This is an optimization exercise on Yosys and OpenROAD, whose aim is small area, a short achievable clock period and few clock cycles per item, not a production implementation. Function was checked by simulation only, so behaviour that the tests miss may differ from the original. Power and IR drop assume default switching activity.

## try-maple
==> flow/design.v (excerpt) <==
module mips_arith (input  logic        clk,
                   input  logic        reset,
                   input  logic        start,
                   input  logic [3:0]  op,
                   input  logic [31:0] a,
                   input  logic [31:0] b,
                   output logic        ready,
                   output logic        done,
                   output logic [31:0] result,
                   output logic [31:0] result2);
localparam logic [2:0] K_INC = 3'd0, K_MUL = 3'd1, K_FADD = 3'd2, K_FCMP = 3'd3, K_DIV = 3'd4;
localparam logic [1:0] D_NONE = 2'd0, D_LOAD = 2'd1, D_STEP = 2'd2, D_FIN = 2'd3;
logic        rdy, v1;
logic [3:0]  op1;
logic [31:0] a1, b1;
assign ready = rdy;
logic [7:0]  bone_n, btwo_n, bone1, btwo1;
booth_enc benc(.b(b[15:0]), .neg(), .one(bone_n), .two(btwo_n));
logic [7:0]  dab_n, dba_n, ad_n, ad1;
logic        gt_n, gt1, eq1;
assign dab_n = a[30:23] - b[30:23];
assign dba_n = b[30:23] - a[30:23];
assign gt_n  = dab_n[7];
assign ad_n  = gt_n ? dba_n : dab_n;
logic [31:0] na, nb;
logic [5:0]  lza, lzb;
logic [5:0]  lza1, lzb1;
logic        pa, pb, pa1, pb1, dz_n, dz1;
assign na = a ^ {32{a[31]}};
assign nb = b ^ {32{b[31]}};
always_comb begin
	lza = 6'd32;
	for (int i = 0; i < 32; i++) if (na[i]) lza = 6'(31 - i);
  ...
make LEC_CHECK=0 ABC_AREA=1 CAP_MARGIN=20 CORE_MARGIN=2 CORE_UTILIZATION=40 SETUP_SLACK_MARGIN=5 SLEW_MARGIN=20 finish   # period 10.0 ns
run.sh (not shown) runs the stock make flow with config.mk's settings and CLKGATE_MAP_FILE= SYNTH_SCRIPT=/design/flow/synth_recipe.tcl, a recipe that flattens the netlist after the stock synthesis.
Testbench counts of try-maple, summed over its fixed seeds: cycles 11,227, ops 8,000.
[inputs] try-juniper vs try-maple
==> flow/flow/run.sh (new file) <==
#!/bin/bash
set -euo pipefail
bash standard.sh SETUP_SLACK_MARGIN=5.5 finish > standard.log 2>&1
==> flow/standard.sh (new file) <==
#!/bin/bash
# synth_recipe.tcl (not shown) runs the flow's synth.tcl, then flattens the netlist and writes it again
# the make line also repeats each setting of config.mk as NAME=value (left out here)
make -C /OpenROAD-flow-scripts/flow DESIGN_CONFIG=/design/flow/config.mk WORK_HOME=/design/flow/orfs CLKGATE_MAP_FILE= SYNTH_SCRIPT=/design/flow/synth_recipe.tcl "${@:-finish}"
diff --git a/flow/config.mk b/flow/config.mk
--- a/flow/config.mk
+++ b/flow/config.mk
@@ -11,2 +11 @@
-export CORE_UTILIZATION = 40
-export SETUP_SLACK_MARGIN = 5
+export CORE_UTILIZATION = 55
removed: flow/run.sh
Having completed the whole flow, try-juniper delivered a layout that passed the timing, DRC and antenna checks. try-juniper vs try-maple, instance count: try-juniper lower. [compare] base=try-maple new=try-juniper: met2 capacity usage during global routing moved up; non-clock buffer count rose 146; global-route usage up 14 points; sequential cell area share lost 0.51 points. Against try-maple, try-juniper reports a sequential cell area that is higher. The critical path depth in try-juniper sits 10 above the value recorded for try-maple. The final critical-path share of the clock period of try-juniper falls short of that of try-maple by 3.0 points. Taking try-juniper over try-maple, the maximum clock frequency ratio works out to 1.06.
diff inputs: try-juniper => try-sierra
==> flow/flow/run.sh <==
#!/bin/bash
set -euo pipefail
bash standard.sh SETUP_SLACK_MARGIN=5.7 finish > standard.log 2>&1
diff --git a/flow/config.mk b/flow/config.mk
--- a/flow/config.mk
+++ b/flow/config.mk
@@ -11 +11 @@
-export CORE_UTILIZATION = 55
+export CORE_UTILIZATION = 40
try-sierra: fraction of power consumed by sequential logic 0.3 points above try-juniper
In the final design statistics, try-sierra uses more standard cells in total than try-juniper.
For number of remaining DRC errors, try-sierra and try-juniper come out practically identical.
try-sierra reports its start point of the critical path as a1[3] while try-juniper reports m_c[1].
Delta (try-sierra minus try-juniper): clock network area share decreased 0.22 points; number of non-clock buffers in the layout increased 39.
Both conditions hold for try-sierra: the flow ran to the end and the final layout passed the timing, DRC and antenna checks.
Both conditions hold for try-juniper: the flow ran to the end and the final layout passed the timing, DRC and antenna checks.

* * *

Setup of the reference run:
mips_arith again, from the RTL that the note above started with.
export LEC_CHECK = 0
export ABC_AREA = 1
export CAP_MARGIN = 20
export CORE_MARGIN = 2
export CORE_UTILIZATION = 40
export SLEW_MARGIN = 20
create_clock -name core_clock -period 10.0 [get_ports {clk}]
standard.sh (not shown) runs the stock make flow with config.mk's settings and CLKGATE_MAP_FILE= SYNTH_SCRIPT=/design/flow/synth_recipe.tcl, a recipe that flattens the netlist after the stock synthesis.
==> flow/flow/run.sh <==
#!/bin/bash
set -euo pipefail
bash standard.sh SETUP_SLACK_MARGIN=5.5 finish > standard.log 2>&1
Having completed the whole flow, the reference run delivered a layout that passed the timing, DRC and antenna checks.
Testbench counts of the reference run, summed over its fixed seeds: cycles 11,227, ops 8,000.
The inputs of the trial run differ from those of the reference run as listed below.
==> flow/flow/run.sh <==
#!/bin/bash
set -euo pipefail
bash standard.sh SETUP_SLACK_MARGIN=5.85 finish > standard.log 2>&1
## What came out
- Summary: internal power, the trial run worse than the reference run
- Of the two values seen for start point of the critical path, op1[1] was produced by the reference run and m_c[1] by the trial run.
- In the reports for the reference run and the trial run, the smaller worst endpoint data arrival time belongs to the reference run.
- Of the reference run and the trial run, the run reporting the lower proportion of layout cells with a drive suffix above 1 was the reference run.
- Wire length of the first global-routing pass grows by a few percent when moving from the reference run to the trial run.
- On cell area, the trial run does worse than the reference run.
- ~same pin slew with the least headroom to its limit in the reference run and the trial run
- Compared with the reference run, in the trial run worst setup slack climbed 0.12 ns, detailed-route wire length climbed about 3.3%, final total power climbed about 7%.

-- separate check: timing with driven ports --
The results above use ideal ports. As a check the final layouts listed here were re-extracted and re-timed, cells and wires unchanged.
Step 1 (the two cells are an assumption about what drives the block):
set clk [get_ports {clk}]
set_driving_cell -lib_cell sky130_fd_sc_hd__clkbuf_16 $clk
set_driving_cell -lib_cell sky130_fd_sc_hd__buf_2 [delete_from_list [all_inputs] $clk]
Step 2 moves the port delays by t, midway between the first and last clock arrival at a register: inputs arrive t later, outputs are due t later. That takes back most of the time a late clock gives input paths.
a / b / c = ideal ports / drivers / drivers and shift; a / b = the first two.
run | t (ns) | slack for setup (ns) | hold WS [ns] | worst setup path at the end | cell pins on the clock port's net
try-maple | 0.665 | 5.081 / 5.081 / 5.021 | 0.481 / 0.481 / 0.481 | input to register | 1
try-juniper | 0.657 | 5.380 / 5.380 / 5.197 | 0.473 / 0.473 / 0.473 | input to register | 1
try-sierra | 0.648 | 5.661 / 5.661 / 5.377 | 0.451 / 0.451 / 0.451 | input to register | 1
the reference run | 0.665 | 5.535 / 5.535 / 5.212 | 0.458 / 0.458 / 0.458 | input to register | 1
the trial run | 0.659 | 5.651 / 5.651 / 5.484 | 0.463 / 0.463 / 0.463 | input to register | 1
After both steps setup and hold are still met in every run listed. For the reference run, which loses most, drivers alone change the setup slack by 0.000 ns; drivers and shift together by -0.323 ns.
